Background: an optimization exercise with open tools, aiming at small area, a short achievable clock period and few clock cycles. Do not read the settings as production practice.
No activity file was given, so power comes from the tool's default toggle rates.

==> flow/design.v <==
module alu16(CK, reset, start, instruction, inputR1, inputR2, outputR, busy, done);
	input [15:0] inputR1, inputR2;
	input [2:0] instruction;
	input CK, reset, start;
	output [15:0] outputR;
	output reg busy;
	output reg done;
	reg [15:0] ra, rb, rc;
	reg        st_alu, st_mul, st_pre, st_div;
	reg        bp;		 
	reg        sub, osel;
	reg [3:0]  cnt;
	reg        triv;
	wire go = start & ~busy;
	function [3:0] msb;
		input [15:0] v;
		integer i;
		begin
			msb = 4'd0;
			for (i = 0; i < 16; i = i + 1)
				if (v[i]) msb = i;
		end
	endfunction
	function [3:0] nib;
		input [15:0] v;
		begin
			nib[3] = |v[15:12];
			nib[2] = |v[15:8];
			nib[1] = |v[15:4];
			nib[0] = |v;
		end
	endfunction
	wire        bm2 = (rb[1] & ~rb[0] & ~bp) | (~rb[1] & rb[0] & bp);
	wire        bm1 = rb[0] ^ bp;
	wire        bng = st_mul & rb[1] & ~(rb[0] & bp);
	wire [15:0] mq  = ~st_mul ? ra : (bm2 ? {ra[14:0], 1'b0} : (bm1 ? ra : 16'd0));
	wire [15:0] Q   = sub ? ~rb : (mq ^ {16{bng}});
	wire        cin = sub | st_pre | bng;
	wire [17:0] S2  = {1'b0, rc, 1'b1} + {1'b0, Q, cin};
	wire [15:0] S   = S2[16:1];
	wire        ge  = S2[17];
	wire [3:0]  pa = msb(inputR1);
	wire [3:0]  pb = msb(inputR2);
	wire        zb = (rb == 16'd0);
	wire [3:0]  na = nib(inputR1);
	wire [3:0]  nb = nib(inputR2);
	wire        t1   = (inputR2[1:0] == 2'b11);   
	wire        mul1 = t1 ? (inputR2[15:1] == 15'd0) : (inputR2[15:2] == 14'd0);  
	wire        dv0  = ((nb & ~na) != 4'd0);  
	wire        fast = ((instruction == 3'b010) & mul1) | (((instruction == 3'b011) | (instruction == 3'b100)) & dv0);
	assign outputR = osel ? ra : rc;
	always @(posedge CK) begin
		if (reset) begin
			busy   <= 1'b0;
			done   <= 1'b0;
			st_alu <= 1'b0;
			st_mul <= 1'b0;
			st_pre <= 1'b0;
			st_div <= 1'b0;
		end
		else begin
			done <= 1'b0;
			if (go) begin
				sub  <= (instruction == 3'b001);
				osel <= (instruction == 3'b100);
				case (instruction)
					3'b000: begin ra <= inputR1; rc <= inputR2; end
					3'b001: begin rb <= inputR1; rc <= 16'd0; end
					3'b010: begin
						ra <= t1 ? {inputR1[14:0], 1'b0} : {inputR1[13:0], 2'b00};
						rb <= t1 ? {1'b0, inputR2[15:1]} : {2'b00, inputR2[15:2]};
						rc <= inputR2[0] ? inputR1 : (inputR2[1] ? {inputR1[14:0], 1'b0} : 16'd0);
						bp <= 1'b0;
					end
					3'b011, 3'b100: begin
						ra   <= 16'd0;
						rb   <= inputR2;
						rc   <= inputR1;
						cnt  <= pa - pb;
						triv <= (pa < pb);
					end
					3'b101: rc <= inputR1 & inputR2;
					3'b110: rc <= inputR1 | inputR2;
					default: rc <= 16'd0;
				endcase
				st_alu <= (instruction == 3'b000) | (instruction == 3'b001);
				st_mul <= (instruction == 3'b010) & ~mul1;
				st_pre <= ((instruction == 3'b011) | (instruction == 3'b100)) & ~dv0;
				busy   <= ((instruction[2] == 1'b0) | (instruction == 3'b100)) & ~fast;
				done   <= ((instruction[2] == 1'b1) & (instruction != 3'b100)) | fast;
			end
			else if (st_alu) begin
				rc     <= S;
				st_alu <= 1'b0;
				busy   <= 1'b0;
				done   <= 1'b1;
			end
			else if (st_mul) begin
				rc <= S;
				ra <= {ra[13:0], 2'b00};
				rb <= {2'b00, rb[15:2]};
				bp <= rb[1];
				if ((rb[15:2] == 14'd0) & ~rb[1]) begin
					st_mul <= 1'b0;
					busy   <= 1'b0;
					done   <= 1'b1;
				end
			end
			else if (st_pre) begin
				st_pre <= 1'b0;
				if (zb) begin
					rc   <= S;
					ra   <= 16'hffff;
					busy <= 1'b0;
					done <= 1'b1;
				end
				else if (triv) begin
					busy <= 1'b0;
					done <= 1'b1;
				end
				else begin
					rb     <= rb << cnt;
					sub    <= 1'b1;
					st_div <= 1'b1;
				end
			end
			else if (st_div) begin
				if (ge) rc <= S;
				ra  <= {ra[14:0], ge};
				rb  <= rb >> 1;
				cnt <= cnt - 4'd1;
				if (cnt == 4'd0) begin
					st_div <= 1'b0;
					busy   <= 1'b0;
					done   <= 1'b1;
				end
			end
		end
	end
endmodule
export LEC_CHECK = 0
export CAP_MARGIN = 20
export CORE_MARGIN = 2
export CORE_UTILIZATION = 40
export CTS_BUF_LIST = sky130_fd_sc_hd__clkbuf_8
export CTS_CLUSTER_DIAMETER = 100
export CTS_CLUSTER_SIZE = 40
export SETUP_SLACK_MARGIN = 4.1
export SLEW_MARGIN = 20
create_clock -name core_clock -period 7.5 [get_ports {CK}]
standard.sh (not shown) runs the stock make flow with config.mk's settings and CLKGATE_MAP_FILE= SYNTH_SCRIPT=/design/flow/synth_recipe.tcl, a recipe that flattens the netlist after the stock synthesis.
==> flow/flow/run.sh <==
#!/bin/bash
# Standard layout, with the port buffers built from the smallest regular
# buffer (the resizer sizes them up where timing needs it) instead of the
# delay cell the resizer picks by default.
export BUFFER_PORTS_ARGS="-buffer_cell sky130_fd_sc_hd__buf_1"
bash standard.sh > standard.log 2>&1
==> next run, changes <==
--- a/flow/design.v
+++ b/flow/design.v
@@ -7,7 +7,6 @@
 	output reg done;
 	reg [15:0] ra, rb, rc;
 	reg        st_alu, st_mul, st_pre, st_div;
-	reg        bp;		 
 	reg        sub, osel;
 	reg [3:0]  cnt;
 	reg        triv;
@@ -30,12 +29,9 @@
 			nib[0] = |v;
 		end
 	endfunction
-	wire        bm2 = (rb[1] & ~rb[0] & ~bp) | (~rb[1] & rb[0] & bp);
-	wire        bm1 = rb[0] ^ bp;
-	wire        bng = st_mul & rb[1] & ~(rb[0] & bp);
-	wire [15:0] mq  = ~st_mul ? ra : (bm2 ? {ra[14:0], 1'b0} : (bm1 ? ra : 16'd0));
-	wire [15:0] Q   = sub ? ~rb : (mq ^ {16{bng}});
-	wire        cin = sub | st_pre | bng;
+	wire        m   = ~st_mul | rb[0];
+	wire [15:0] Q   = sub ? ~rb : (ra & {16{m}});
+	wire        cin = sub | st_pre;
 	wire [17:0] S2  = {1'b0, rc, 1'b1} + {1'b0, Q, cin};
 	wire [15:0] S   = S2[16:1];
 	wire        ge  = S2[17];
@@ -44,8 +40,9 @@
 	wire        zb = (rb == 16'd0);
 	wire [3:0]  na = nib(inputR1);
 	wire [3:0]  nb = nib(inputR2);
-	wire        t1   = (inputR2[1:0] == 2'b11);   
-	wire        mul1 = t1 ? (inputR2[15:1] == 15'd0) : (inputR2[15:2] == 14'd0);  
+	wire [15:0] mc = inputR1;                 
+	wire [15:0] mp = inputR2;                 
+	wire        mul1 = (mp[15:1] == 15'd0);   
 	wire        dv0  = ((nb & ~na) != 4'd0);  
 	wire        fast = ((instruction == 3'b010) & mul1) | (((instruction == 3'b011) | (instruction == 3'b100)) & dv0);
 	assign outputR = osel ? ra : rc;
@@ -67,10 +64,9 @@
 					3'b000: begin ra <= inputR1; rc <= inputR2; end
 					3'b001: begin rb <= inputR1; rc <= 16'd0; end
 					3'b010: begin
-						ra <= t1 ? {inputR1[14:0], 1'b0} : {inputR1[13:0], 2'b00};
-						rb <= t1 ? {1'b0, inputR2[15:1]} : {2'b00, inputR2[15:2]};
-						rc <= inputR2[0] ? inputR1 : (inputR2[1] ? {inputR1[14:0], 1'b0} : 16'd0);
-						bp <= 1'b0;
+						ra <= {mc[14:0], 1'b0};
+						rb <= {1'b0, mp[15:1]};
+						rc <= mc & {16{mp[0]}};
 					end
 					3'b011, 3'b100: begin
 						ra   <= 16'd0;
@@ -97,10 +93,9 @@
 			end
 			else if (st_mul) begin
 				rc <= S;
-				ra <= {ra[13:0], 2'b00};
-				rb <= {2'b00, rb[15:2]};
-				bp <= rb[1];
-				if ((rb[15:2] == 14'd0) & ~rb[1]) begin
+				ra <= ra << 1;
+				rb <= rb >> 1;
+				if (rb[15:1] == 15'd0) begin
 					st_mul <= 1'b0;
 					busy   <= 1'b0;
 					done   <= 1'b1;
Effect:
- sequential share of layout area increases by 4.3 points
- register-to-register slack is better by 450 ps
- synthesized cell count decreases by 13%
- first-iteration DRC count decreases by about 18%
- design area decreases by 17%
- total power decreases by 16%
- routed wire length decreases by about 14%
- via count decreases by about 15%
- final cell count decreases by about 15%
- hold slack is worse by 49 ps
- global-route usage decreases by 0.59 points
- die area decreases by about 12%
- sequential power decreases by 5.4%
No run of this note included a check of the RTL's function; only the layout flow was run.

## port drivers added, routing unchanged
The flow's constraints put no driver on any port. The routed layouts listed below were extracted and timed again, unchanged, in two steps.
Step 1 (the two cells are an assumption about what drives the block):
set clk [get_ports {CK}]
set_driving_cell -lib_cell sky130_fd_sc_hd__clkbuf_16 $clk
set_driving_cell -lib_cell sky130_fd_sc_hd__buf_2 [delete_from_list [all_inputs] $clk]
Step 2, shift: input delay + t, output delay - t, t = (earliest + latest rising clock arrival at the registers) / 2. This alone moves slack from input paths to output paths.
a / b / c = ideal / step 1 / step 2; a / b = the first two.
| run | t (ns) | setup WS [ns] | worst setup path after step 2 | clock arrival spread, ns |
|---|---|---|---|---|
| the first run | 0.382 | 3.776 / 3.776 / 3.776 | register to register | 0.011 / 0.012 |
| the second run | 0.404 | 4.183 / 4.198 / 3.793 | input to register | 0.013 / 0.013 |
After both steps setup and hold are still met in every run listed. For the second run, which loses most, drivers alone change the setup slack by +0.015 ns; drivers and shift together by -0.390 ns.
